Context: an optimization exercise on an open-source flow, tuned for small area. The choices shown serve that exercise and are no tape-out recipe.
Function was checked by simulation only, so behaviour that the tests miss may differ from the original.

**flow/design.v**
```verilog
module guitar_cpu (clock, reset, strum, buttons, intersections,
	imem_addr, imem_data, dmem_addr, dmem_wdata, dmem_we, dmem_rdata, score);
	input clock, reset, strum;
	input [3:0] buttons, intersections;
	output [11:0] imem_addr;
	input [31:0] imem_data;
	output [11:0] dmem_addr;
	output [31:0] dmem_wdata;
	output dmem_we;
	input [31:0] dmem_rdata;
	output reg [31:0] score;
	reg [31:0] pc;
	reg [31:0] fd_ir;
	reg [31:0] dx_ir, dx_pc, dx_a, dx_b;
	reg [31:0] xm_o, xm_b;
	reg [4:0]  xm_rd;
	reg        xm_w, xm_lw, xm_jal, xm_nb, xm_sw;
	reg [31:0] mw_o;
	reg [4:0]  mw_rd;
	reg        mw_w, mw_lw, mw_jal;
	reg        new_s, old_s, g0, g1, g2, inc;
	wire [4:0] fo = fd_ir[31:27];
	wire f_rtype = fo == 5'b00000;
	wire f_addi  = fo == 5'b00101;
	wire f_lw    = fo == 5'b01000;
	wire f_sw    = fo == 5'b00111;
	wire f_bne   = fo == 5'b00010;
	wire f_blt   = fo == 5'b00110;
	wire f_jr    = fo == 5'b00100;
	wire f_bex   = fo == 5'b10110;
	wire [4:0] reg_a = (f_rtype | f_addi | f_sw | f_lw) ? fd_ir[21:17] :
	                   (f_bne | f_blt | f_jr) ? fd_ir[26:22] :
	                   f_bex ? 5'd30 : 5'd0;
	wire [4:0] reg_b = (f_rtype | f_addi) ? fd_ir[16:12] :
	                   (f_bne | f_blt) ? fd_ir[21:17] :
	                   (f_sw | f_lw) ? fd_ir[26:22] : 5'd0;
	wire [4:0] f_rt  = f_rtype ? fd_ir[16:12] :
	                   (f_addi | f_lw | f_sw) ? fd_ir[26:22] :
	                   (f_bne | f_blt) ? fd_ir[21:17] : 5'd0;
	wire [4:0] xo = dx_ir[31:27];
	wire x_rtype = xo == 5'b00000;
	wire x_addi  = xo == 5'b00101;
	wire x_lw    = xo == 5'b01000;
	wire x_sw    = xo == 5'b00111;
	wire x_bne   = xo == 5'b00010;
	wire x_blt   = xo == 5'b00110;
	wire x_jal   = xo == 5'b00011;
	wire x_j     = xo == 5'b00001;
	wire x_jr    = xo == 5'b00100;
	wire x_setx  = xo == 5'b10101;
	wire x_bex   = xo == 5'b10110;
	wire [4:0] x_rs = (x_rtype | x_addi | x_sw | x_lw) ? dx_ir[21:17] :
	                  (x_bne | x_blt | x_jr) ? dx_ir[26:22] :
	                  x_bex ? 5'd30 : 5'd0;
	wire [4:0] x_rt = x_rtype ? dx_ir[16:12] :
	                  (x_addi | x_lw | x_sw) ? dx_ir[26:22] :
	                  (x_bne | x_blt) ? dx_ir[21:17] : 5'd0;
	wire stall = x_lw & ((fd_ir[21:17] == dx_ir[26:22]) |
	                     ((fd_ir[16:12] == dx_ir[26:22]) & ~f_sw));
	wire gsel1 = g2 | g1;
	wire gsel0 = (~g2 & g0) | g2;
	wire inject = gsel1 | gsel0;
	wire [31:0] xm_oe = xm_jal ? 32'b0 : xm_o;    
	wire mx_a = (xm_rd == x_rs) & ~xm_nb & (xm_rd != 5'd0);
	wire mx_b = (xm_rd == x_rt) & ~xm_nb & (xm_rd != 5'd0);
	wire [31:0] byp_a = mx_a ? xm_oe : dx_a;
	wire [31:0] byp_b = mx_b ? xm_oe : dx_b;
	wire [31:0] imm_s = {{15{dx_ir[16]}}, dx_ir[16:0]};
	wire [31:0] imm_t = {5'b0, dx_ir[26:0]};
	wire [31:0] alu_a = x_setx ? 32'b0 : byp_a;
	wire [31:0] alu_b = (x_addi | x_sw | x_lw) ? imm_s :
	                    x_setx ? imm_t :
	                    x_bex ? 32'b0 : byp_b;
	wire [2:0] aop = x_rtype ? dx_ir[4:2] : {2'b0, x_bne | x_blt | x_bex};
	wire [4:0] shamt = dx_ir[11:7];
	wire sub = aop[0] & ~aop[1];
	wire [31:0] cb = sub ? ~alu_b : alu_b;
	wire [31:0] sum = alu_a + cb + {31'b0, aop[0]};
	wire ovf = (~alu_a[31] & ~cb[31] & sum[31]) | (alu_a[31] & cb[31] & ~sum[31]);
	wire lt = (alu_a[31] & ~cb[31] & sum[31]) | (alu_a[31] & cb[31]) |
	          (~alu_a[31] & cb[31] & sum[31]);
	wire ne = |sum;
	function [31:0] rev(input [31:0] x);
		integer j;
		begin
			for (j = 0; j < 32; j = j + 1) rev[j] = x[31-j];
		end
	endfunction
	wire sh_left = ~aop[0];
	wire [31:0] sh_in = sh_left ? rev(alu_a) : alu_a;
	wire sh_fill = ~sh_left & alu_a[31];
	wire [63:0] sh_ext = {{32{sh_fill}}, sh_in};
	wire [63:0] sh_out = sh_ext >> shamt;
	wire [31:0] shr = sh_out[31:0];
	wire [31:0] shl = rev(shr);
	reg [31:0] res;
	always @* begin
		case (aop)
			3'd0, 3'd1: res = sum;
			3'd2: res = alu_a & alu_b;
			3'd3: res = alu_a | alu_b;
			3'd4: res = shl;
			3'd5: res = shr;
			default: res = 32'b0;
		endcase
	end
	wire branch = (x_blt & lt) | (x_bne & ne) | x_jal | x_j | x_jr | (x_bex & ne);
	wire [31:0] target = x_jr ? byp_a :
	                     (x_j | x_jal | x_bex) ? imm_t :
	                     dx_pc + imm_s;
	wire to_r30 = ovf | x_setx;
	assign imem_addr = pc[11:0];
	wire [31:0] pc_next = branch ? target : pc + 32'd1;
	wire [31:0] fetched = branch ? 32'b0 : imem_data;
	wire [31:0] fd_in = ~inject ? fetched :
	                    ~gsel1 ? (inc ? 32'h28800002 : 32'h28800000) :
	                    ~gsel0 ? 32'h28400001 : 32'b0;
	wire flush = stall | branch;
	wire [31:0] wb_data = mw_lw ? dmem_rdata : mw_o;
	wire rf_we = mw_w | mw_jal;
	wire [4:0] rf_wa = mw_w ? mw_rd : 5'd31;
	reg [31:0] rf [1:31];
	reg [31:1] valid;
	reg [31:0] rb_hold;
	reg ph_p, ph_n;
	wire ph = ph_p ^ ph_n;
	always @(posedge clock)
		if (rf_we && rf_wa != 5'd0) rf[rf_wa] <= wb_data;
	always @(posedge clock or posedge reset)
		if (reset) valid <= 31'b0;
		else if (rf_we && rf_wa != 5'd0) valid[rf_wa] <= 1'b1;
	always @(posedge clock or posedge reset)
		if (reset) ph_p <= 1'b1;
		else ph_p <= ~ph_p;
	wire [4:0] rp_addr = ph ? reg_a : reg_b;
	wire [31:0] rp_sel = {valid, 1'b0} & (32'd1 << rp_addr);
	reg [31:0] rp;
	integer k;
	always @* begin
		rp = 32'b0;
		for (k = 1; k < 32; k = k + 1)
			rp = rp | ({32{rp_sel[k]}} & rf[k]);
	end
	wire wt_b = rf_we & (rf_wa == reg_b) & (rf_wa != 5'd0);
	always @(posedge clock)
		rb_hold <= wt_b ? wb_data : rp;
	wire [31:0] rd_a = rp;
	wire [31:0] rd_b = rb_hold;
	wire [31:0] xm_wb = xm_lw ? dmem_rdata : xm_o;
	wire wx_a = (xm_rd == reg_a) & ~xm_nb & (xm_rd != 5'd0) & ~flush;
	wire wx_b = (xm_rd == f_rt) & ~xm_nb & (xm_rd != 5'd0) & ~flush;
	assign dmem_addr = xm_oe[11:0];
	assign dmem_we = xm_sw;
	assign dmem_wdata = (mw_lw & (mw_rd == xm_rd)) ? dmem_rdata : xm_b;
	always @(negedge clock or posedge reset) begin
		if (reset) begin
			pc <= 32'b0; fd_ir <= 32'b0;
			dx_ir <= 32'b0; dx_pc <= 32'b0; dx_a <= 32'b0; dx_b <= 32'b0;
			xm_o <= 32'b0; xm_b <= 32'b0; xm_rd <= 5'b0;
			xm_w <= 1'b0; xm_lw <= 1'b0; xm_jal <= 1'b0; xm_nb <= 1'b0; xm_sw <= 1'b0;
			mw_o <= 32'b0; mw_rd <= 5'b0; mw_w <= 1'b0; mw_lw <= 1'b0; mw_jal <= 1'b0;
			ph_n <= 1'b0; new_s <= 1'b0; old_s <= 1'b0; g0 <= 1'b0; g1 <= 1'b0; g2 <= 1'b0; inc <= 1'b0;
		end else begin
			if (~stall & ~inject) pc <= pc_next;
			if (~stall) fd_ir <= fd_in;
			dx_ir <= flush ? 32'b0 : fd_ir;
			dx_pc <= pc;
			dx_a <= wx_a ? xm_wb : rd_a;
			dx_b <= wx_b ? xm_wb : rd_b;
			xm_o <= x_jal ? dx_pc : (ovf ? 32'd1 : res);
			xm_b <= byp_b;
			xm_rd <= to_r30 ? 5'd30 : dx_ir[26:22];
			xm_w <= to_r30 | x_rtype | x_addi | x_lw;
			xm_lw <= ~to_r30 & x_lw;
			xm_jal <= ~to_r30 & x_jal;
			xm_nb <= ~to_r30 & (x_sw | x_bne | x_blt);
			xm_sw <= ~to_r30 & x_sw;
			mw_o <= xm_o; mw_rd <= xm_rd;
			mw_w <= xm_w; mw_lw <= xm_lw; mw_jal <= xm_jal;
			new_s <= strum; old_s <= new_s;
			ph_n <= ph_p;
			inc <= buttons == intersections;
			g0 <= (~g2 & ~g1 & ~g0 & new_s & ~old_s) | (~g2 & g1 & ~g0) | (g2 & ~g1 & ~g0);
			g1 <= (~g2 & ~g1 & g0) | (~g2 & g1 & ~g0);
			g2 <= (g2 & ~g1 & ~g0) | (~g2 & g1 & g0);
		end
	end
	always @(posedge clock or posedge reset)
		if (reset) score <= 32'b0;
		else if (mw_rd == 5'd28 && wb_data != 32'd1) score <= wb_data;
endmodule
```
**flow/run.sh**
```bash
#!/bin/bash
# synth_recipe.tcl (not shown) runs the flow's synth.tcl, then flattens the netlist and writes it again
# the make line also repeats each setting of config.mk as NAME=value (left out here)
make -C /OpenROAD-flow-scripts/flow DESIGN_CONFIG=/design/flow/config.mk WORK_HOME=/design/flow/orfs CLKGATE_MAP_FILE= SYNTH_SCRIPT=/design/flow/synth_recipe.tcl finish
```
**flow/config.mk**
```make
export PLATFORM = sky130hd
export DESIGN_NAME = guitar_cpu
export DESIGN_NICKNAME = guitar_cpu
export VERILOG_FILES = /design/flow/design.v
export SDC_FILE = /design/flow/constraint.sdc
export NUM_CORES = 4
export LEC_CHECK = 0
export CAP_MARGIN = 20
export CORE_MARGIN = 2
export CORE_UTILIZATION = 40
export SLEW_MARGIN = 20
```
**flow/constraint.sdc**
```tcl
create_clock -name core_clock -period 12.0 [get_ports {clock}]
set_input_delay 2.4000 -clock core_clock [delete_from_list [all_inputs] [get_ports {clock}]]
set_output_delay 2.4000 -clock core_clock [all_outputs]
set_load 0.01 [all_outputs]
```
==> results of run 1 <==
-- timing repair --
action	in CTS	in global routing
resized for setup	0	1
endpoints found under the setup margin	0	5
setup buffers	0	0
-- area by class of cell --
type | instances | share of cell area [%]
antenna | 9 | 0.03088
clock buffer | 202 | 5.392
clock inverter | 65 | 0.9625
inverter | 74 | 0.3860
multi-input combinational | 2947 | 29.99
sequential | 1401 | 54.66
tap | 2058 | 3.531
timing repair buffer | 407 | 5.046
-- flip-flops by register name, summed over array words and instances (netlist names), 5 cells and up --
signal	count
rf	992
dx_a	32
dx_b	32
dx_ir	32
dx_pc	32
fd_ir	32
mw_o	32
pc	32
rb_hold	32
score	32
xm_b	32
xm_o	32
valid	31
mw_rd	5
xm_rd	5
-- critical path: stages, from the launching register on --
cell and delay (ps):
dfrtn_1 650, xor2_1 120, nor4_1 400, and3_2 260, buf_6 330, mux2_2 390
clkdlybuf4s50_1 480
-- cell families after synthesis --
kind of cell	count (synthesis)
compound gates	1334
flops	1401
fa+ha+maj	107
xor+xnor	135
buf+inv	402
mux	342
simple gates	1029
-- path summary, 6_finish.rpt --
| path | to | cells past startpoint | from | slack (ps) |
|---|---|---|---|---|
| max reg2reg | dx_a[18] | 40 | dx_ir[28] | 570 |
| max | dmem_wdata[20] | 6 | mw_rd[2] | 230 |
| min reg2reg | old_s | 0 | new_s | 320 |
| max in group asynchronous | dx_a[11] | 3 | reset | 2820 |
| min | old_s | 0 | new_s | 320 |
| min in group asynchronous | score[17] | 2 | reset | 2090 |
-- through the flow --
| step | TNS [ps] | worst slack [ps] | cells | area, sq um |
|---|---|---|---|---|
| finish | 0 | 228.8 | 7163 | 72930 |
| global route | 0 | 118.9 | 7154 | 72910 |
| CTS | 0 | 75.46 | 7153 | 72880 |
| detailed placement | 0 | 831.6 | 6886 | 68250 |
| global placement | 0 | 909.5 | 6886 | 68250 |
| floorplan | -400350 | -1279 | 4750 | 63080 |
-- layer usage --
metal / vias up / wire [um] / track usage, % / part of all wire [%]
li1: 19230 / - / - / -
met1: 23700 / 98370 / 41.73 / 39
met2: 3306 / 111300 / 46.08 / 44
met3: 589 / 31650 / 8.715 / 12
met4: 6 / 12810 / 13.94 / 5.0
met5: - / 50 / 0 / 0.020
-- layout by cell type, fill, tap and decap left out, types with 30 or more instances in the layout --
cell / n
edfxtp_1: 992
dfrtn_1: 313
a22oi_1: 312
nand2_1: 231
buf_4: 226
mux2_2: 213
a21oi_1: 185
clkdlybuf4s50_1: 163
nor2_1: 158
nand3_1: 148
clkbuf_16: 145
o21ai_0: 139
a22o_1: 131
a221oi_1: 108
nand4_1: 78
ha_1: 77
xnor2_1: 75
inv_1: 69
mux2i_1: 64
dfrtp_1: 63
xor2_1: 60
and2_1: 55
mux2_1: 54
nor3_1: 49
a222oi_1: 48
clkbuf_1: 48
nor2b_1: 46
a21o_1: 44
o211ai_1: 40
nor2_4: 38
a31oi_1: 33
o21bai_1: 33
dfxtp_1: 32
or3_1: 30
==> reports/results.tsv, run 1 <==
metric	value	unit
insertion_delay	820	ps
worstPathMaxFanout	32	
clkTransAtPathRegs	50	ps
yosys.area_share.simple	8.387	%
coreArea	0.1564	sq mm
io_pins	164	
regArea	0.03986	sq mm
synth_top_family_by_area	compound AO/OA/AOI/OAI gates	
ys_ff_latch	1401	
dieArea	0.1609	sq mm
dieHeight	401.1	um
post-route-util	46.63	%
fill_cells	13750	
ys_seq_area_share	63.20	%
start_util	40.33	%
gp_congestion	1.028	
worstMarginPinSlew	1179	ps
end_kind	primary output	
cts_sinks	1401	
fin_worst_skew	132.6	ps
grt_pass1_wl	351.4	mm
hold_ws	322.8	ps
portBuffers	163	
syn_area_per_cell	13.28	sq um
grt_max_degree	94	
synthMuxAreaShare	6.163	%
synth_warnings	1	
final_hold_viol_count	0	
overflow	0	
ant_nets	0	
antenna_found_initial	15	
yosysMostFrequentCell	edfxtp_1	
ys_top_cells_by_count	edfxtp_1 (992), dfrtn_1 (313), a22oi_1 (312), nand2_1 (232), clkbuf_1 (222)	
htree_num_levels	4	
critPathKind	reg -> out	
clockBufferDepth	3	
drt_iter0_drc	8148	
grt_usage	30.85	%
grt_pass1_vias	44140	
drv_cap	0	
cts_hold_buf	0	
slew_viol_final	0	
cts-root-buf	clkbuf_16	
cp_data_arrival_time	9370	ps
cp.required	9600	ps
cts_made_buffers	144	
ys_top_cells_by_area	edfxtp_1 (47%), dfrtn_1 (12%), mux2_2 (3.8%)	
slew_headroom	21.42	%
finalNetCount	5131	
synth_top_area_share	47.23	%
setup_viol	0	
routedWlPerCell	35.49	um
syn_to_final_growth	15.62	%
drc_errors	0	
viasPerCell	6.537	
status	finished clean	
routed_wl	254.2	mm
dieWidth	401.1	um
synth_top_flop_cell	edfxtp_1	
synthArstFlopShare	26.91	%
syn_nets	4906	
dp.final_hpwl	170.3	mm
synth-edff-count	992	
synth_cells	4750	
synth.distinct_cells	113	
synth_compound_area_share	15.57	%
vias	46830	
min_path_type	reg -> reg	
cts_tree	yes	
grt_setup_unrepaired	false	
synthXorXnorAreaFrac	1.875	%
syn-cell-area	0.06308	sq mm
drive_gt1_share	15.88	%
first_pass_iters	9	
yosys.area_share.adder	2.069	%
multi_input_area	0.02187	sq mm
synth_largest_area_cell	edfxtp_1	
num_rows	145	
start_kind	register	
==> run 2, diff against run 1 <==
--- a/flow/design.v
+++ b/flow/design.v
@@ -19,4 +19,5 @@
 	reg [4:0]  mw_rd;
 	reg        mw_w, mw_lw, mw_jal;
+	reg        wm_sel;   
 	reg        new_s, old_s, g0, g1, g2, inc;
 	wire [4:0] fo = fd_ir[31:27];
@@ -152,5 +153,5 @@
 	assign dmem_addr = xm_oe[11:0];
 	assign dmem_we = xm_sw;
-	assign dmem_wdata = (mw_lw & (mw_rd == xm_rd)) ? dmem_rdata : xm_b;
+	assign dmem_wdata = wm_sel ? dmem_rdata : xm_b;
 	always @(negedge clock or posedge reset) begin
 		if (reset) begin
@@ -159,5 +160,5 @@
 			xm_o <= 32'b0; xm_b <= 32'b0; xm_rd <= 5'b0;
 			xm_w <= 1'b0; xm_lw <= 1'b0; xm_jal <= 1'b0; xm_nb <= 1'b0; xm_sw <= 1'b0;
-			mw_o <= 32'b0; mw_rd <= 5'b0; mw_w <= 1'b0; mw_lw <= 1'b0; mw_jal <= 1'b0;
+			wm_sel <= 1'b0; mw_o <= 32'b0; mw_rd <= 5'b0; mw_w <= 1'b0; mw_lw <= 1'b0; mw_jal <= 1'b0;
 			ph_n <= 1'b0; new_s <= 1'b0; old_s <= 1'b0; g0 <= 1'b0; g1 <= 1'b0; g2 <= 1'b0; inc <= 1'b0;
 		end else begin
@@ -176,4 +177,5 @@
 			xm_nb <= ~to_r30 & (x_sw | x_bne | x_blt);
 			xm_sw <= ~to_r30 & x_sw;
+			wm_sel <= xm_lw & (xm_rd == dx_ir[26:22]);
 			mw_o <= xm_o; mw_rd <= xm_rd;
 			mw_w <= xm_w; mw_lw <= xm_lw; mw_jal <= xm_jal;
--- a/flow/config.mk
+++ b/flow/config.mk
@@ -8,4 +8,5 @@
 export CAP_MARGIN = 20
 export CORE_MARGIN = 2
-export CORE_UTILIZATION = 40
+export CORE_UTILIZATION = 55
+export CTS_BUF_LIST = sky130_fd_sc_hd__clkbuf_4 sky130_fd_sc_hd__clkbuf_8
 export SLEW_MARGIN = 20
==> run 2 against run 1 <==
First-iteration DRC count down 7.9%. Still clean on timing, DRC and antenna. Sequential share of layout area up 0.86 points. Global-route usage increased by 11 points. Area after synthesis shrank 0.47%. Clock skew increased by 67 ps. Highest routed layer unchanged. Cell area shrank 1.5%. Register-to-register slack improved by 400 ps.
==> reports/results.tsv, run 2 <==
metric	value	unit	change
first_pass_iters	8		was 9
reg2reg_from	fd_ir[27]		was dx_ir[28]
viasPerCell	7.055		was 6.537
layout.cells.non_filler	6659		was 7163
antenna_found_initial	13		was 15
syn_to_final_growth	14.43	%	was 15.62%
synth.distinct_cells	96		was 113
worst_r2r_path_depth	13		was 40
syn_area_per_cell	13.29	sq um	was 13.28 sq um
synth_largest_area_cell	edfxtp_1		unchanged
cts.repair.resized	0		unchanged
gp_congestion	1.051		was 1.028
cts_tree	yes		unchanged
slew_headroom	17.97	%	was 21.42%
routed_wl	246.8	mm	was 254.2 mm
slew_viol_final	0		unchanged
grt_max_degree	65		was 94
final_cell_mix	edfxtp_1 (992), dfrtn_1 (314), a22oi_1 (297)		was edfxtp_1 (992), dfrtn_1 (313), a22oi_1 (312)
crit_end	dmem_addr[4]		was dmem_wdata[20]
ant_nets	0		unchanged
worstPathMaxFanout	23		was 32
largest_reg_flops	992		unchanged
synth_cells	4722		was 4750
min_path_type	reg -> reg		unchanged
grt_usage	41.92	%	was 30.85%
grt_pass1_wl	342.7	mm	was 351.4 mm
cts_setup_buffers	0		unchanged
worst-r2r-setup-slack	970	ps	was 570 ps
portBuffers	163		unchanged
num_rows	123		was 145
drt_iter0_drc	7506		was 8148
cts_sinks	1402		was 1401
ys_top_cells_by_count	edfxtp_1 (992), dfrtn_1 (314), a22oi_1 (297), clkbuf_1 (266), nand2_1 (239)		was edfxtp_1 (992), dfrtn_1 (313), a22oi_1 (312), nand2_1 (232), clkbuf_1 (222)
routedWlPerCell	37.06	um	was 35.49 um
drv_cap	0		unchanged
coreArea	0.1128	sq mm	was 0.1564 sq mm
cp.required	9600	ps	about the same
setup_viol	0		unchanged
dieHeight	341.9	um	was 401.1 um
ys_ff_latch	1402		was 1401
synth_top_area_share	47.45	%	was 47.23%
cp_data_arrival_time	8900	ps	was 9370 ps
htree_num_levels	4		unchanged
critPathKind	reg -> out		unchanged
grt_pass1_vias	44490		was 44140
synth-edff-count	992		unchanged
drc_errors	0		unchanged
syn_nets	4878		was 4906
syn-cell-area	0.06278	sq mm	was 0.06308 sq mm
dieArea	0.1169	sq mm	was 0.1609 sq mm
start_util	55.65	%	was 40.33%
cts_made_buffers	215		was 144
final_common_cell	edfxtp_1		unchanged
setup_tns	0	ps	unchanged
synth_top_flop_cell	edfxtp_1		unchanged
grt_setup_unrepaired	false		unchanged
synth_warnings	1		unchanged
yosysMostFrequentCell	edfxtp_1		unchanged
cts_hold_buf	0		unchanged
io_pins	164		unchanged
hold_path_startpoint	xm_w		was new_s
ys_top_cells_by_area	edfxtp_1 (47%), dfrtn_1 (13%), mux2_2 (3.6%)		was edfxtp_1 (47%), dfrtn_1 (12%), mux2_2 (3.8%)
insertion_delay	940	ps	was 820 ps
final_hold_viol_count	0		unchanged
overflow	0		unchanged
dp.final_hpwl	161.6	mm	was 170.3 mm
start_kind	register		unchanged
finalNetCount	5120		was 5131
drive_gt1_share	17.80	%	was 15.88%
startpoint	xm_jal		was mw_rd[2]
end_kind	primary output		unchanged
reg2reg_to	rb_hold[8]		was dx_a[18]
worstMarginPinSlew	1196	ps	was 1179 ps
dieWidth	341.9	um	was 401.1 um
post-place-ws	944.6	ps	was 831.6 ps
ys_seq_area_share	63.54	%	was 63.20%
vias	46980		was 46830
clkTransAtPathRegs	50	ps	about the same
clockBufferDepth	3		unchanged
setup_ws	697.0	ps	was 228.8 ps
cts-root-buf	clkbuf_8		was clkbuf_16
top_register	rf		unchanged
dp_cells	6246		was 6886
fin_worst_skew	199.3	ps	was 132.6 ps
status	finished clean		unchanged
synthArstFlopShare	26.96	%	was 26.91%
==> run 2: metal layers <==
metal	vias up	global-route usage [%]	wire length, um
li1	19160	-	-
met1	23500	54.63	89020
met2	3537	65.31	112400
met3	783	7.690	26680
met4	4	26.51	18700
met5	-	0.08170	27
==> run 2: kinds of logic after synthesis <==
group / Yosys count / share of synthesized area (%)
XOR/XNOR: 132 / 1.842
flip-flops: 1402 / 63.54
AND/OR/NAND/NOR: 1052 / 8.472
buffers and inverters: 385 / 2.426
AO/OA/AOI/OAI: 1311 / 15.49
adder cells (fa/ha/maj): 110 / 2.125
multiplexers: 330 / 6.109
==> run 2: per-stage QoR <==
step | utilization (%) | hold WS [ps] | instance area [sq um]
floorplan | - | 291.7 | 62780
global placement | 59.42 | 298.6 | 67030
detailed placement | 59.42 | 308.5 | 67030
CTS | 63.65 | 305.3 | 71800
global route | 63.67 | 319.9 | 71830
finish | 63.68 | 300.0 | 71840
==> run 2: critical path, cell delays in order (launching register included) <==
cell,delay [ps]
dfrtn_1,1040
nand2b_1,490
inv_1,80
clkdlybuf4s50_1,490
==> run 2: worst min-delay path by stage <==
stage | end | cells after the start
6_report | mw_w | 0
5_1_grt | mw_w | 0
3_3_place_gp | mw_w | 0
4_1_cts | mw_w | 0
3_5_place_dp | mw_w | 0
2_1_floorplan | mw_w | 0
==> run 2: layout make-up <==
type	instances	area, sq um
Fill cell	8430	40970
Sequential cell	1402	39890
Multi-Input combinational cell	2935	21830
Clock buffer	337	4175
Timing Repair Buffer	346	3206
Tap cell	1500	1877
Clock inverter	68	600.6
Inverter	64	244.0
Antenna cell	7	17.52
==> run 3, diff against run 2 <==
--- a/flow/design.v
+++ b/flow/design.v
@@ -177,5 +177,5 @@
 			xm_nb <= ~to_r30 & (x_sw | x_bne | x_blt);
 			xm_sw <= ~to_r30 & x_sw;
-			wm_sel <= xm_lw & (xm_rd == dx_ir[26:22]);
+			wm_sel <= xm_lw & (xm_rd == dx_ir[26:22]) & x_sw & ~to_r30;
 			mw_o <= xm_o; mw_rd <= xm_rd;
 			mw_w <= xm_w; mw_lw <= xm_lw; mw_jal <= xm_jal;
==> flow/flow/run.sh (new file) <==
#!/bin/bash
# The standard layout (the standard.sh: standard synthesis, floorplan,
# power grid, placement, CTS, routing), with two arguments changed:
#  - CTS without dummy loads, using clkbuf_4/clkbuf_8 buffers;
#  - port buffers use the smallest buffer cell (every port still gets one).
set -euo pipefail
export CTS_ARGS="-sink_clustering_enable -repair_clock_nets -dont_use_dummy_load -buf_list {sky130_fd_sc_hd__clkbuf_4 sky130_fd_sc_hd__clkbuf_8}"
export BUFFER_PORTS_ARGS="-buffer_cell sky130_fd_sc_hd__buf_1"
bash standard.sh > standard_flow.log 2>&1
==> flow/standard.sh (new file) <==
#!/bin/bash
# synth_recipe.tcl (not shown) runs the flow's synth.tcl, then flattens the netlist and writes it again
# the make line also repeats each setting of config.mk as NAME=value (left out here)
make -C /OpenROAD-flow-scripts/flow DESIGN_CONFIG=/design/flow/config.mk WORK_HOME=/design/flow/orfs CLKGATE_MAP_FILE= SYNTH_SCRIPT=/design/flow/synth_recipe.tcl "${@:-finish}"
removed: flow/run.sh
==> run 3 against run 2 <==
Still clean. First-iteration DRC count fell by 6.8%. Die area rose by 0.20%. Clock skew rose by 37 ps. Flip-flop and latch count did not move. Critical path type is now reg -> reg.
==> reports/results.tsv, run 3 <==
metric	value	unit	change
status	finished clean		unchanged
ys_top_cells_by_area	edfxtp_1 (47%), dfrtn_1 (12%), mux2_2 (3.0%)		was edfxtp_1 (47%), dfrtn_1 (13%), mux2_2 (3.6%)
top_register	rf		unchanged
viasPerCell	7.093		was 7.055
fin_worst_skew	236.0	ps	was 199.3 ps
critPathKind	reg -> reg		was reg -> out
syn-cell-area	0.06291	sq mm	was 0.06278 sq mm
first_pass_iters	10		was 8
antenna_found_initial	16		was 13
synth_top_area_share	47.35	%	was 47.45%
drc_errors	0		unchanged
synthArstFlopShare	26.96	%	unchanged
portBuffers	163		unchanged
synth-edff-count	992		unchanged
reg2reg_to	rb_hold[10]		was rb_hold[8]
end_kind	register		was primary output
cts_sinks	1402		unchanged
synth_warnings	1		unchanged
synth.distinct_cells	102		was 96
crit_end	rb_hold[10]		was dmem_addr[4]
syn_area_per_cell	13.09	sq um	was 13.29 sq um
drv_cap	0		unchanged
worst-r2r-setup-slack	720	ps	was 970 ps
grt_max_degree	100		was 65
worstMarginPinSlew	1243	ps	was 1196 ps
min_path_cells	0		unchanged
clockBufferDepth	3		unchanged
insertion_delay	910	ps	was 940 ps
cts.repair.resized	0		unchanged
worst_r2r_path_depth	12		was 13
grt_usage	42.48	%	was 41.92%
dieArea	0.1171	sq mm	was 0.1169 sq mm
start_util	55.24	%	was 55.65%
dieWidth	342.2	um	was 341.9 um
ant_nets	0		unchanged
overflow	0		unchanged
crit_top_cell	a21oi_1		
cts-root-buf	clkbuf_8		unchanged
grt_pass1_wl	346.1	mm	was 342.7 mm
final_common_cell	edfxtp_1		unchanged
cts_hold_buf	0		unchanged
ys_seq_area_share	63.41	%	was 63.54%
htree_num_levels	4		unchanged
syn_nets	4960		was 4878
vias	46810		was 46980
startpoint	fd_ir[27]		was xm_jal
cts_tree	yes		unchanged
clkTransAtPathRegs	60	ps	was 50 ps
setup_tns	0	ps	unchanged
slowest_stage	a222oi_1		was dfrtn_1
dp.final_hpwl	172.5	mm	was 161.6 mm
finalNetCount	5232		was 5120
grt_setup_unrepaired	false		unchanged
slew_viol_final	0		unchanged
cts_setup_buffers	0		unchanged
reg2reg_from	fd_ir[27]		unchanged
synth_largest_area_cell	edfxtp_1		unchanged
setup_viol	0		unchanged
slowest_delay	980	ps	was 1040 ps
drive_gt1_share	15.16	%	was 17.80%
cp.required	12710	ps	was 9600 ps
ys_ff_latch	1402		unchanged
start_kind	register		unchanged
yosysMostFrequentCell	edfxtp_1		unchanged
routedWlPerCell	37.81	um	was 37.06 um
gp_congestion	1.064		was 1.051
synth_top_flop_cell	edfxtp_1		unchanged
drt_iter0_drc	6995		was 7506
min_path_type	reg -> reg		unchanged
cts_made_buffers	215		unchanged
io_pins	164		unchanged
routed_wl	249.5	mm	was 246.8 mm
largest_reg_flops	992		unchanged
cp_data_arrival_time	11990	ps	was 8900 ps
dieHeight	342.2	um	was 341.9 um
final_hold_viol_count	0		unchanged
final_cell_mix	edfxtp_1 (992), dfrtn_1 (314), nor2_1 (242)		was edfxtp_1 (992), dfrtn_1 (314), a22oi_1 (297)
synth_cells	4804		was 4722
ys_top_cells_by_count	edfxtp_1 (992), dfrtn_1 (314), nor2_1 (279), clkbuf_1 (255), a22oi_1 (238)		was edfxtp_1 (992), dfrtn_1 (314), a22oi_1 (297), clkbuf_1 (266), nand2_1 (239)
num_rows	124		was 123
worstPathMaxFanout	21		was 23
slew_headroom	14.73	%	was 17.97%
crit_chain	or3_1 -> a21oi_1 -> nand2b_1 -> a31oi_1 -> a21oi_1 -> and3_2 -> a222oi_1 -> nand4_1 -> nor2_1 -> nand4_1 -> nor2_1 -> a21oi_1		was nand2b_1 -> inv_1 -> clkdlybuf4s50_1
coreArea	0.1139	sq mm	was 0.1128 sq mm
fill_cells	9025		was 8430
grt_pass1_vias	44630		was 44490
syn_to_final_growth	10.38	%	was 14.43%
run 3: cell types whose count changed in the layout (fill, tap and decap cells not counted), moves of 34 or more:
cell	change
buf_1	+163
clkdlybuf4s50_1	-163
clkbuf_4	-74
a22oi_1	-59
nor2_1	+57
mux2_1	-49
clkbuf_8	-48
a21oi_1	+41
nand4_1	+41
buf_4	+38
mux2_2	-38
nand3_1	-35
and2_1	-34
run 3: final cells by class:
cell class	count	area (sq um)	share of cell area (%)
sequential	1402	39890	57.45
multi-input combinational	2970	21710	31.26
clock buffer	215	2959	4.261
timing repair buffer	390	2589	3.728
tap	1512	1892	2.724
inverter	97	367.9	0.5298
antenna	13	32.53	0.04685
run 3: per-stage QoR:
| step | setup slack [ps] | std cells | utilization, % | hold WS, ps | cell area [sq um] |
|---|---|---|---|---|---|
| after floorplan | -1293 | 4804 | - | 291.7 | 62910 |
| after global routing | 523.8 | 6589 | 60.95 | 294.9 | 69410 |
| after detailed placement | 772.4 | 6368 | 58.28 | 300.7 | 66370 |
| after global placement | 913.3 | 6366 | 58.25 | 308.8 | 66340 |
| final | 715.2 | 6599 | 60.98 | 285.9 | 69440 |
| after CTS | 897.7 | 6583 | 60.88 | 279.9 | 69330 |
run 3: cell families (layout without fill, tap and decap cells):
logic type               count (synthesis)  count (layout)  synth area share [%]
AND/OR/NAND/NOR                       1074            1074                 8.614
XOR/XNOR                               130             130                 1.810
flip-flops                            1402            1402                 63.41
adder cells (fa/ha/maj)                105             105                 2.041
buffers and inverters                  432             702                 2.769
other                                    0              13                     0
multiplexers                           272             272                 5.080
AO/OA/AOI/OAI                         1389            1389                 16.27
run 3: how the worst min path moves through the flow:
stage          endpoint  slack [ps]   from
2_1_floorplan      mw_w         290   xm_w
3_3_place_gp       mw_w         310   xm_w
3_5_place_dp       mw_w         300   xm_w
4_1_cts           old_s         280  new_s
5_1_grt           old_s         290  new_s
6_report          old_s         290  new_s
run 3: critical path: cells and delay by family (launching register included):
family	cells	cell delay, ps
simple gates	7	2210
flops	1	560
compound gates	5	2500
run 3: layer usage:
layer / vias to the layer above / share of wire, % / global-route usage, %
li1: 19330 / - / -
met1: 23460 / 35 / 52.19
met2: 3199 / 46 / 66.30
met3: 813 / 9.9 / 9.510
met4: 12 / 8.8 / 31.29
met5: - / 0.035 / 0
==> run 4, diff against run 3 <==
--- a/flow/design.v
+++ b/flow/design.v
@@ -12,5 +12,6 @@
 	reg [31:0] pc;
 	reg [31:0] fd_ir;
-	reg [31:0] dx_ir, dx_pc, dx_a, dx_b;
+	reg [31:0] dx_ir, dx_a, dx_b;
+	reg        adv;    
 	reg [31:0] xm_o, xm_b;
 	reg [4:0]  xm_rd;
@@ -62,9 +63,8 @@
 	wire gsel0 = (~g2 & g0) | g2;
 	wire inject = gsel1 | gsel0;
-	wire [31:0] xm_oe = xm_jal ? 32'b0 : xm_o;    
 	wire mx_a = (xm_rd == x_rs) & ~xm_nb & (xm_rd != 5'd0);
 	wire mx_b = (xm_rd == x_rt) & ~xm_nb & (xm_rd != 5'd0);
-	wire [31:0] byp_a = mx_a ? xm_oe : dx_a;
-	wire [31:0] byp_b = mx_b ? xm_oe : dx_b;
+	wire [31:0] byp_a = mx_a ? xm_o : dx_a;
+	wire [31:0] byp_b = mx_b ? xm_o : dx_b;
 	wire [31:0] imm_s = {{15{dx_ir[16]}}, dx_ir[16:0]};
 	wire [31:0] imm_t = {5'b0, dx_ir[26:0]};
@@ -89,6 +89,6 @@
 	endfunction
 	wire sh_left = ~aop[0];
-	wire [31:0] sh_in = sh_left ? rev(alu_a) : alu_a;
-	wire sh_fill = ~sh_left & alu_a[31];
+	wire [31:0] sh_in = sh_left ? rev(byp_a) : byp_a;
+	wire sh_fill = ~sh_left & byp_a[31];
 	wire [63:0] sh_ext = {{32{sh_fill}}, sh_in};
 	wire [63:0] sh_out = sh_ext >> shamt;
@@ -99,6 +99,6 @@
 		case (aop)
 			3'd0, 3'd1: res = sum;
-			3'd2: res = alu_a & alu_b;
-			3'd3: res = alu_a | alu_b;
+			3'd2: res = byp_a & byp_b;
+			3'd3: res = byp_a | byp_b;
 			3'd4: res = shl;
 			3'd5: res = shr;
@@ -107,7 +107,9 @@
 	end
 	wire branch = (x_blt & lt) | (x_bne & ne) | x_jal | x_j | x_jr | (x_bex & ne);
+	wire [17:0] imm_m1 = {dx_ir[16], dx_ir[16:0]} - 18'd1;
+	wire [31:0] pcx_b = x_jal ? 32'hffffffff : {{14{imm_m1[17]}}, imm_m1};
+	wire [31:0] pcx = pc + pcx_b + {31'b0, ~adv};
 	wire [31:0] target = x_jr ? byp_a :
-	                     (x_j | x_jal | x_bex) ? imm_t :
-	                     dx_pc + imm_s;
+	                     (x_j | x_jal | x_bex) ? imm_t : pcx;
 	wire to_r30 = ovf | x_setx;
 	assign imem_addr = pc[11:0];
@@ -148,8 +150,8 @@
 	wire [31:0] rd_a = rp;
 	wire [31:0] rd_b = rb_hold;
-	wire [31:0] xm_wb = xm_lw ? dmem_rdata : xm_o;
+	wire [31:0] xm_wb = xm_lw ? dmem_rdata : xm_jal ? xm_b : xm_o;
 	wire wx_a = (xm_rd == reg_a) & ~xm_nb & (xm_rd != 5'd0) & ~flush;
 	wire wx_b = (xm_rd == f_rt) & ~xm_nb & (xm_rd != 5'd0) & ~flush;
-	assign dmem_addr = xm_oe[11:0];
+	assign dmem_addr = xm_o[11:0];
 	assign dmem_we = xm_sw;
 	assign dmem_wdata = wm_sel ? dmem_rdata : xm_b;
@@ -157,8 +159,8 @@
 		if (reset) begin
 			pc <= 32'b0; fd_ir <= 32'b0;
-			dx_ir <= 32'b0; dx_pc <= 32'b0; dx_a <= 32'b0; dx_b <= 32'b0;
+			dx_ir <= 32'b0; adv <= 1'b0; dx_a <= 32'b0; dx_b <= 32'b0;
 			xm_o <= 32'b0; xm_b <= 32'b0; xm_rd <= 5'b0;
 			xm_w <= 1'b0; xm_lw <= 1'b0; xm_jal <= 1'b0; xm_nb <= 1'b0; xm_sw <= 1'b0;
-			wm_sel <= 1'b0; mw_o <= 32'b0; mw_rd <= 5'b0; mw_w <= 1'b0; mw_lw <= 1'b0; mw_jal <= 1'b0;
+			wm_sel <= 1'b0;
 			ph_n <= 1'b0; new_s <= 1'b0; old_s <= 1'b0; g0 <= 1'b0; g1 <= 1'b0; g2 <= 1'b0; inc <= 1'b0;
 		end else begin
@@ -166,9 +168,9 @@
 			if (~stall) fd_ir <= fd_in;
 			dx_ir <= flush ? 32'b0 : fd_ir;
-			dx_pc <= pc;
+			adv <= ~inject;
 			dx_a <= wx_a ? xm_wb : rd_a;
 			dx_b <= wx_b ? xm_wb : rd_b;
-			xm_o <= x_jal ? dx_pc : (ovf ? 32'd1 : res);
-			xm_b <= byp_b;
+			xm_o <= ovf ? 32'd1 : res;
+			xm_b <= x_jal ? pcx : byp_b;    
 			xm_rd <= to_r30 ? 5'd30 : dx_ir[26:22];
 			xm_w <= to_r30 | x_rtype | x_addi | x_lw;
@@ -178,6 +180,4 @@
 			xm_sw <= ~to_r30 & x_sw;
 			wm_sel <= xm_lw & (xm_rd == dx_ir[26:22]) & x_sw & ~to_r30;
-			mw_o <= xm_o; mw_rd <= xm_rd;
-			mw_w <= xm_w; mw_lw <= xm_lw; mw_jal <= xm_jal;
 			new_s <= strum; old_s <= new_s;
 			ph_n <= ph_p;
@@ -188,4 +188,8 @@
 		end
 	end
+	always @(posedge clock) begin
+		mw_o <= xm_jal ? xm_b : xm_o; mw_rd <= xm_rd;
+		mw_w <= xm_w; mw_lw <= xm_lw; mw_jal <= xm_jal;
+	end
 	always @(posedge clock or posedge reset)
 		if (reset) score <= 32'b0;
==> flow/flow/run.sh (replaced) <==
#!/bin/bash
# The standard layout (the standard.sh: standard synthesis, floorplan,
# power grid, placement, CTS, routing), with two arguments changed:
#  - CTS: clkbuf_8 buffers on clusters of at most 12 sinks (50 um), and no
#    dummy loads; this keeps flip-flop clock-pin slews near 100 ps;
#  - port buffers use the smallest buffer cell (every port still gets one).
set -euo pipefail
export CTS_ARGS="-sink_clustering_enable -repair_clock_nets -dont_use_dummy_load -buf_list {sky130_fd_sc_hd__clkbuf_8} -sink_clustering_size 12 -sink_clustering_max_diameter 50"
export BUFFER_PORTS_ARGS="-buffer_cell sky130_fd_sc_hd__buf_1"
bash standard.sh > standard_flow.log 2>&1
--- a/flow/config.mk
+++ b/flow/config.mk
@@ -9,4 +9,3 @@
 export CORE_MARGIN = 2
 export CORE_UTILIZATION = 55
-export CTS_BUF_LIST = sky130_fd_sc_hd__clkbuf_4 sky130_fd_sc_hd__clkbuf_8
 export SLEW_MARGIN = 20
==> run 4 against run 3 <==
Clock skew fell by 28 ps. Critical endpoint is now dmem_wdata[18]. Synthesized cell count fell by 2.1%. Largest cell class unchanged. Routed wire length fell by 3.8%. Setup slack improved by 60 ps. Via count fell by 2.9%. Highest routed layer unchanged. Utilization fell by 0.90 points. Cell count fell by 3.0%. Critical path type is now reg -> out. Area after synthesis fell by 1.0%. Still clean.
==> reports/results.tsv, run 4 <==
metric	value	unit	change
grt_setup_unrepaired	false		unchanged
syn-cell-area	0.06225	sq mm	was 0.06291 sq mm
grt_pass1_wl	334.6	mm	was 346.1 mm
io_pins	164		unchanged
vias	45440		was 46810
grt_max_degree	100		unchanged
clkTransAtPathRegs	50	ps	was 60 ps
synth_top_area_share	47.85	%	was 47.35%
grt_pass1_vias	43230		was 44630
gp_congestion	1.065		was 1.064
cts.repair.resized	0		unchanged
num_rows	123		was 124
cp.required	9600	ps	was 12710 ps
top_register	rf		unchanged
slew_headroom	22.60	%	was 14.73%
synth-edff-count	992		unchanged
setup_tns	0	ps	unchanged
dieHeight	340.4	um	was 342.2 um
dieWidth	340.4	um	was 342.2 um
largest_reg_flops	992		unchanged
synthArstFlopShare	22.39	%	was 26.96%
start_util	55.41	%	was 55.24%
coreArea	0.1123	sq mm	was 0.1139 sq mm
drc_errors	0		unchanged
synth_warnings	1		unchanged
ys_top_cells_by_area	edfxtp_1 (48%), dfrtn_1 (9.8%), mux2i_1 (2.8%)		was edfxtp_1 (47%), dfrtn_1 (12%), mux2_2 (3.0%)
cts_sinks	1371		was 1402
synth.distinct_cells	107		was 102
synth_largest_area_cell	edfxtp_1		unchanged
cp_data_arrival_time	8820	ps	was 11990 ps
cts-root-buf	clkbuf_8		unchanged
fin_worst_skew	207.7	ps	was 236.0 ps
dp.final_hpwl	157.1	mm	was 172.5 mm
final_common_cell	edfxtp_1		unchanged
ant_nets	0		unchanged
overflow	0		unchanged
worst-r2r-setup-slack	1000	ps	was 720 ps
syn_area_per_cell	13.24	sq um	was 13.09 sq um
syn_to_final_growth	8.424	%	was 10.38%
dieArea	0.1159	sq mm	was 0.1171 sq mm
worstPathMaxFanout	20		was 21
critPathKind	reg -> out		was reg -> reg
yosysMostFrequentCell	edfxtp_1		unchanged
end_kind	primary output		was register
final_hold_viol_count	0		unchanged
setup_viol	0		unchanged
synth_cells	4702		was 4804
drt_iter0_drc	7393		was 6995
insertion_delay	890	ps	was 910 ps
portBuffers	163		unchanged
ys_seq_area_share	62.51	%	was 63.41%
first_pass_iters	9		was 10
final_cell_mix	edfxtp_1 (992), nor2_1 (254), dfrtn_1 (243)		was edfxtp_1 (992), dfrtn_1 (314), nor2_1 (242)
routedWlPerCell	37.47	um	was 37.81 um
htree_num_levels	4		unchanged
syn_nets	4859		was 4960
ys_ff_latch	1371		was 1402
start_kind	register		unchanged
finalNetCount	5052		was 5232
cts_hold_buf	0		unchanged
worstMarginPinSlew	1129	ps	was 1243 ps
fill_cells	8927		was 9025
min_path_type	reg -> reg		unchanged
cts_made_buffers	147		was 215
synth_top_flop_cell	edfxtp_1		unchanged
drv_cap	0		unchanged
status	finished clean		unchanged
drive_gt1_share	14.06	%	was 15.16%
hold_ws	312.9	ps	was 285.9 ps
grt_usage	41.03	%	was 42.48%
clockBufferDepth	3		unchanged
slew_viol_final	0		unchanged
viasPerCell	7.095		was 7.093
routed_wl	239.9	mm	was 249.5 mm
cts_setup_buffers	0		unchanged
ys_top_cells_by_count	edfxtp_1 (992), nor2_1 (286), dfrtn_1 (243), clkbuf_1 (237), a21oi_1 (230)		was edfxtp_1 (992), dfrtn_1 (314), nor2_1 (279), clkbuf_1 (255), a22oi_1 (238)
antenna_found_initial	8		was 16
cts_tree	yes		unchanged
## run 4: changes by cell type after synthesis, sizes merged, moves of 22 or more
| cell | change |
|---|---|
| nand4 | -29 |
| mux2i | +94 |
| nor2b | -28 |
| xnor2 | +28 |
| nand2 | -38 |
| dfxtp | +40 |
| o21ai | -22 |
| or3 | +31 |
| a22oi | -47 |
| dfrtn | -71 |
## run 4: through the flow
stage	cells	cell area, sq um	setup slack [ps]	utilization, %
5_1_grt	6395	67470	771.1	60.06
3_3_place_gp	6245	65420	1144	58.23
3_5_place_dp	6245	65420	1112	58.23
4_1_cts	6392	67440	831.1	60.03
2_1_floorplan	4702	62250	-321.8	-
6_report	6404	67490	775.2	60.08
## run 4: cell families (layout without fill, tap and decap cells)
kind of cell               after synthesis  count (layout)  share of synthesized area, %
xor gates and xnor gates               144             144                         2.026
AOI/OAI and AO/OA                     1218            1218                         14.40
other                                    0              11                             0
buffers and inverters                  440             631                         2.995
and+or+nand+nor                       1021            1021                         8.301
DFF                                   1371            1371                         62.51
adders and majority gates              111             111                         2.175
muxes                                  397             397                         7.591
## run 4: critical path: stages (launching register included)
cell and delay [ps]:
dfrtn_1 1140, buf_4 430, mux2_2 410, buf_1 140
## run 4: area by class of cell
| type | count | area (sq um) | area share (%) |
|---|---|---|---|
| well taps | 1500 | 1877 | 2.781 |
| clock buffers | 147 | 2023 | 2.998 |
| repair buffers | 381 | 2399 | 3.554 |
| diodes | 11 | 27.53 | 0.04078 |
| multi-input cells | 2891 | 21860 | 32.39 |
| flip-flops and latches | 1371 | 38910 | 57.66 |
| inverters | 103 | 390.4 | 0.5784 |
## run 4: metal layers
| layer | up-vias | part of all wire, % | GRT usage, % |
|---|---|---|---|
| met4 | 4 | 6.5 | 22.17 |
| li1 | 18650 | - | - |
| met2 | 3197 | 46 | 64.60 |
| met5 | - | 0.0096 | 0 |
| met3 | 689 | 11 | 7.440 |
| met1 | 22890 | 37 | 54.42 |
## run 4: path summary, 6_finish.rpt
kind | from | endpoint | cells after the start
max reg2reg | fd_ir[29] | rb_hold[22] | 13
max | wm_sel | dmem_wdata[18] | 3
min | new_s | old_s | 0
min reg2reg | new_s | old_s | 0
min in group asynchronous | reset | score[26] | 4
max in group asynchronous | reset | xm_o[1] | 4
==> run 5, diff against run 4 <==
==> flow/flow/run.sh (replaced) <==
#!/bin/bash
# The standard layout (the standard.sh: standard synthesis, floorplan,
# power grid, placement, CTS, routing), with two arguments changed:
#  - CTS: clkbuf_4 buffers on clusters of at most 8 sinks (40 um), and no
#    dummy loads; this keeps flip-flop clock-pin slews near 115 ps;
#  - port buffers use the smallest buffer cell (every port still gets one).
set -euo pipefail
export CTS_ARGS="-sink_clustering_enable -repair_clock_nets -dont_use_dummy_load -buf_list {sky130_fd_sc_hd__clkbuf_4} -sink_clustering_size 8 -sink_clustering_max_diameter 40"
export BUFFER_PORTS_ARGS="-buffer_cell sky130_fd_sc_hd__buf_1"
bash standard.sh > standard_flow.log 2>&1
==> run 5 against run 4 <==
Still clean on timing, DRC and antenna. Utilization is 0.44 points lower. Cell area is 0.74% lower. Worst hold slack hardly changed. Sequential share of layout area is 0.43 points higher. Flip-flop and latch count stayed put. Via count is 0.46% higher. Setup slack worse by 270 ps. Critical endpoint is now dmem_wdata[15]. Largest cell class unchanged.
==> reports/results.tsv, run 5 <==
metric	value	unit	change
status	finished clean		unchanged
synth-edff-count	992		unchanged
cts_hold_buf	0		unchanged
reg2reg_to	rb_hold[22]		unchanged
dieWidth	340.4	um	unchanged
yosysMostFrequentCell	edfxtp_1		unchanged
dieArea	0.1159	sq mm	unchanged
finalNetCount	5108		was 5052
start_kind	register		unchanged
post-route-util	59.63	%	was 60.08%
gp_congestion	1.065		unchanged
vias	45640		was 45440
path_buf_inv	2		unchanged
end_kind	primary output		unchanged
setup_ws	501.0	ps	was 775.2 ps
slowest_delay	1140	ps	about the same
hold_path_startpoint	new_s		unchanged
final_cell_mix	edfxtp_1 (992), nor2_1 (254), dfrtn_1 (243)		unchanged
crit_chain	buf_4 -> mux2_2 -> buf_1		unchanged
synth_top_area_share	47.85	%	unchanged
slew_headroom	18.05	%	was 22.60%
grt_pass1_wl	335.1	mm	was 334.6 mm
io_pins	164		unchanged
drc_errors	0		unchanged
top_register	rf		unchanged
grt_max_degree	100		unchanged
ys_top_cells_by_count	edfxtp_1 (992), nor2_1 (286), dfrtn_1 (243), clkbuf_1 (237), a21oi_1 (230)		unchanged
overflow	0		unchanged
cts-root-buf	clkbuf_4		was clkbuf_8
worstMarginPinSlew	1195	ps	was 1129 ps
cts_sinks	1371		unchanged
cts_made_buffers	203		was 147
synth_largest_area_cell	edfxtp_1		unchanged
layout.cells.non_filler	6462		was 6404
synth.distinct_cells	107		unchanged
cp_data_arrival_time	9100	ps	was 8820 ps
min_path_type	reg -> reg		unchanged
worstPathMaxFanout	20		unchanged
clockBufferDepth	3		unchanged
placed_area	0.06542	sq mm	unchanged
grt_setup_unrepaired	false		unchanged
antenna_found_initial	14		was 8
grt_usage	41.03	%	about the same
slew_viol_final	0		unchanged
synthArstFlopShare	22.39	%	unchanged
critPathKind	reg -> out		unchanged
synth_cells	4702		unchanged
hold-path-endpoint	old_s		unchanged
grt_pass1_vias	43590		was 43230
start_util	55.41	%	unchanged
ys_top_cells_by_area	edfxtp_1 (48%), dfrtn_1 (9.8%), mux2i_1 (2.8%)		unchanged
cts_setup_buffers	0		unchanged
worst-r2r-setup-slack	1010	ps	was 1000 ps
slowest_stage	dfrtn_1		unchanged
largest_reg_flops	992		unchanged
ant_nets	0		unchanged
drt_iter0_drc	6606		was 7393
viasPerCell	7.063		was 7.095
reg2reg_from	fd_ir[29]		unchanged
min_path_cells	0		unchanged
worst_r2r_path_depth	13		unchanged
dp.final_hpwl	157.1	mm	unchanged
dieHeight	340.4	um	unchanged
synth_top_flop_cell	edfxtp_1		unchanged
fin_worst_skew	274.1	ps	was 207.7 ps
ys_ff_latch	1371		unchanged
syn_nets	4859		unchanged
synth_warnings	1		unchanged
syn_area_per_cell	13.24	sq um	unchanged
portBuffers	163		unchanged
insertion_delay	1180	ps	was 890 ps
fill_cells	9094		was 8927
setup_viol	0		unchanged
cts.repair.resized	0		unchanged
clkTransAtPathRegs	60	ps	was 50 ps
post-place-ws	1112	ps	unchanged
drv_cap	0		unchanged
final_hold_viol_count	0		unchanged
routed_wl	239.9	mm	about the same
cpLargestDelayFamily	flip-flops		unchanged
final_common_cell	edfxtp_1		unchanged
first_pass_iters	8		was 9
syn-cell-area	0.06225	sq mm	unchanged
htree_num_levels	4		unchanged
dp_cells	6245		unchanged
syn_to_final_growth	7.624	%	was 8.424%
cp.required	9600	ps	about the same
fin_area	0.06700	sq mm	was 0.06749 sq mm
routedWlPerCell	37.12	um	was 37.47 um
cts_tree	yes		unchanged
ys_seq_area_share	62.51	%	unchanged
drive_gt1_share	15.01	%	was 14.06%
coreArea	0.1123	sq mm	unchanged
num_rows	123		unchanged
run 5: cell counts after synthesis:
Identical to the previous run, type by type.
run 5: area by class of cell:
cell class	instances	area (sq um)	area share, %
Sequential cell	1371	38910	58.08
Clock buffer	203	1524	2.275
Tap cell	1500	1877	2.801
Inverter	103	390.4	0.5827
Antenna cell	13	32.53	0.04856
Timing Repair Buffer	381	2399	3.580
Multi-Input combinational cell	2891	21860	32.63
run 5: how the worst max path moves through the flow:
| stage | cells after the start | from | end |
|---|---|---|---|
| 6_report | 3 | wm_sel | dmem_wdata[15] |
| 5_1_grt | 3 | wm_sel | dmem_wdata[18] |
| 4_1_cts | 3 | wm_sel | dmem_wdata[18] |
| 3_5_place_dp | 13 | fd_ir[29] | rb_hold[22] |
| 3_3_place_gp | 13 | fd_ir[29] | rb_hold[22] |
| 2_1_floorplan | 1 | reset | adv |
run 5: layer usage:
metal	vias to the layer above	GRT usage (%)	wire length, um
met4	6	24.64	17160
met3	733	8.406	25720
met1	22850	53.81	88280
met2	3182	63.41	108700
met5	-	0	33
li1	18880	-	-
run 5: logic make-up after synthesis:
kind of cell | count (synthesis) | synth area share (%)
flops | 1371 | 62.51
compound gates | 1218 | 14.40
simple gates | 1021 | 8.301
buf+inv | 440 | 2.995
mux | 397 | 7.591
xor+xnor | 144 | 2.026
fa+ha+maj | 111 | 2.175
run 5: per-stage QoR:
| stage | setup TNS (ps) | hold slack, ps |
|---|---|---|
| 3_3_place_gp | 0 | 313.8 |
| 6_report | 0 | 312.8 |
| 3_5_place_dp | 0 | 317.2 |
| 5_1_grt | 0 | 328.0 |
| 2_1_floorplan | -78210 | 306.6 |
| 4_1_cts | 0 | 317.7 |
run 5: worst reg2reg max path: cells and delay by family, from the launching register on:
kind                   cells  cell delay (ps)
AND/OR/NAND/NOR            6             2470
flip-flops                 1              670
buffers and inverters      1              360
AO/OA/AOI/OAI              6             1530
==> run 6, diff against run 5 <==
--- a/flow/config.mk
+++ b/flow/config.mk
@@ -8,4 +8,4 @@
 export CAP_MARGIN = 20
 export CORE_MARGIN = 2
-export CORE_UTILIZATION = 55
+export CORE_UTILIZATION = 65
 export SLEW_MARGIN = 20
==> run 6 against run 5 <==
Register-to-register slack worse by 370 ps. Setup slack improved by 140 ps. Area after synthesis unchanged. Highest routed layer unchanged.
==> reports/results.tsv, run 6 <==
metric	value	unit	change
end_kind	register		was primary output
dieHeight	313.5	um	was 340.4 um
fill_cells	6698		was 9094
drive_gt1_share	14.28	%	was 15.01%
num_rows	113		was 123
fin_worst_skew	292.3	ps	was 274.1 ps
syn_area_per_cell	13.24	sq um	unchanged
drv_cap	0		unchanged
ys_top_cells_by_count	edfxtp_1 (992), nor2_1 (286), dfrtn_1 (243), clkbuf_1 (237), a21oi_1 (230)		unchanged
cts.repair.resized	0		unchanged
dieArea	0.09826	sq mm	was 0.1159 sq mm
antenna_found_initial	11		was 14
status	finished clean		unchanged
layout.cells.non_filler	6184		was 6462
viasPerCell	7.455		was 7.063
cts_made_buffers	207		was 203
dieWidth	313.5	um	was 340.4 um
post-place-ws	1005	ps	was 1112 ps
grt_usage	46.01	%	was 41.03%
vias	46100		was 45640
yosysMostFrequentCell	edfxtp_1		unchanged
fin_area	0.06632	sq mm	was 0.06700 sq mm
io_pins	164		unchanged
insertion_delay	1200	ps	was 1180 ps
synthArstFlopShare	22.39	%	unchanged
finalNetCount	5067		was 5108
synth-edff-count	992		unchanged
largest_reg_flops	992		unchanged
min_path_type	reg -> reg		unchanged
ys_top_cells_by_area	edfxtp_1 (48%), dfrtn_1 (9.8%), mux2i_1 (2.8%)		unchanged
syn_nets	4859		unchanged
synth.distinct_cells	107		unchanged
setup_ws	640.9	ps	was 501.0 ps
regArea	0.03891	sq mm	unchanged
grt_setup_unrepaired	false		unchanged
synth_top_flop_cell	edfxtp_1		unchanged
drc_errors	0		unchanged
finalCriticalPeriod	11360	ps	
grt_pass1_wl	319.6	mm	was 335.1 mm
routed_wl	227.5	mm	was 239.9 mm
top_register	rf		unchanged
cp.required	18740	ps	was 9600 ps
routedWlPerCell	36.79	um	was 37.12 um
htree_num_levels	4		unchanged
path_buf_inv	4		was 2
portBuffers	163		unchanged
slew_headroom	20.11	%	was 18.05%
synth_cells	4702		unchanged
ys_seq_area_share	62.51	%	unchanged
critPathKind	reg -> reg		was reg -> out
grt_max_degree	104		was 100
synth_warnings	1		unchanged
clkTransAtPathRegs	60	ps	about the same
setup_viol	0		unchanged
slew_viol_final	0		unchanged
syn-cell-area	0.06225	sq mm	unchanged
cp_data_arrival_time	18100	ps	was 9100 ps
worstMarginPinSlew	1165	ps	was 1195 ps
slowest_delay	770	ps	was 1140 ps
ant_nets	0		unchanged
final_common_cell	edfxtp_1		unchanged
fmax	88.03	MHz	
slowest_stage	or4b_2		was dfrtn_1
grt_pass1_vias	44480		was 43590
gp_congestion	1.111		was 1.065
ys_ff_latch	1371		unchanged
start_util	65.52	%	was 55.41%
hold_ws	319.8	ps	was 312.8 ps
overflow	0		unchanged
placed_area	0.06473	sq mm	was 0.06542 sq mm
start_kind	register		unchanged
synth_largest_area_cell	edfxtp_1		unchanged
cpLargestDelayFamily	simple AND/OR/NAND/NOR gates		was flip-flops
clockBufferDepth	3		unchanged
final_hold_viol_count	0		unchanged
cts-root-buf	clkbuf_4		unchanged
drt_iter0_drc	7768		was 6606
final_cell_mix	edfxtp_1 (992), nor2_1 (254), dfrtn_1 (243)		unchanged
period_share	94.66	%	
worstPathMaxFanout	32		was 20
cts_setup_buffers	0		unchanged
cts_sinks	1371		unchanged
cts_tree	yes		unchanged
setup_tns	0	ps	unchanged
dp_cells	5966		was 6245
syn_to_final_growth	6.544	%	was 7.624%
crit_top_cell	a21oi_1		
synth_top_area_share	47.85	%	unchanged
multi_input_area	0.02186	sq mm	about the same
cts_hold_buf	0		unchanged
first_pass_iters	8		unchanged
dp.final_hpwl	147.7	mm	was 157.1 mm
coreArea	0.09501	sq mm	was 0.1123 sq mm
==> run 6: changes by cell type in the layout (fill, tap and decap cells not counted), sizes merged <==
cell    change
buf        -45
inv         +1
clkbuf      +4
diode       -2
clkinv      -1
==> run 6: area by class of cell <==
class,count,area share (%)
diodes,11,0.04150
clock buffers,207,2.343
inverters,103,0.5886
multi-input cells,2891,32.95
flip-flops and latches,1371,58.67
well taps,1265,2.386
repair buffers,336,3.013
==> run 6: metrics by stage <==
step,util [%]
5_1_grt,69.79
4_1_cts,69.77
2_1_floorplan,-
3_5_place_dp,68.13
6_report,69.81
3_3_place_gp,68.13
==> run 6: layer usage <==
layer / vias to the layer above / wire [um] / global-route usage, % / part of all wire [%]
li1: 18780 / - / - / -
met2: 4002 / 101500 / 69.99 / 45
met3: 1000 / 31160 / 13.09 / 14
met5: - / 23 / 0 / 0.010
met4: 4 / 19130 / 32.66 / 8.4
met1: 22310 / 75740 / 57.16 / 33
==> run 6: path summary, 6_finish.rpt <==
kind                            cells after the start  startpoint   endpoint  slack (ps)
worst min register to register                      0       new_s      old_s         320
worst min-delay path                                0       new_s      old_s         320
worst max-delay path                               36   dx_ir[28]   dx_a[11]         640
worst max register to register                     36   dx_ir[28]   dx_a[11]         640
min in group asynchronous                           3       reset  score[20]        1890
max in group asynchronous                           3       reset       xm_w        3290
==> run 6: logic make-up (layout without fill, tap and decap cells) <==
| group | Yosys count | in the layout | synth area share, % |
|---|---|---|---|
| xor gates and xnor gates | 144 | 144 | 2.026 |
| and+or+nand+nor | 1021 | 1021 | 8.301 |
| AOI/OAI and AO/OA | 1218 | 1218 | 14.40 |
| muxes | 397 | 397 | 7.591 |
| adders and majority gates | 111 | 111 | 2.175 |
| buffers and inverters | 440 | 646 | 2.995 |
| other | 0 | 11 | 0 |
| DFF | 1371 | 1371 | 62.51 |
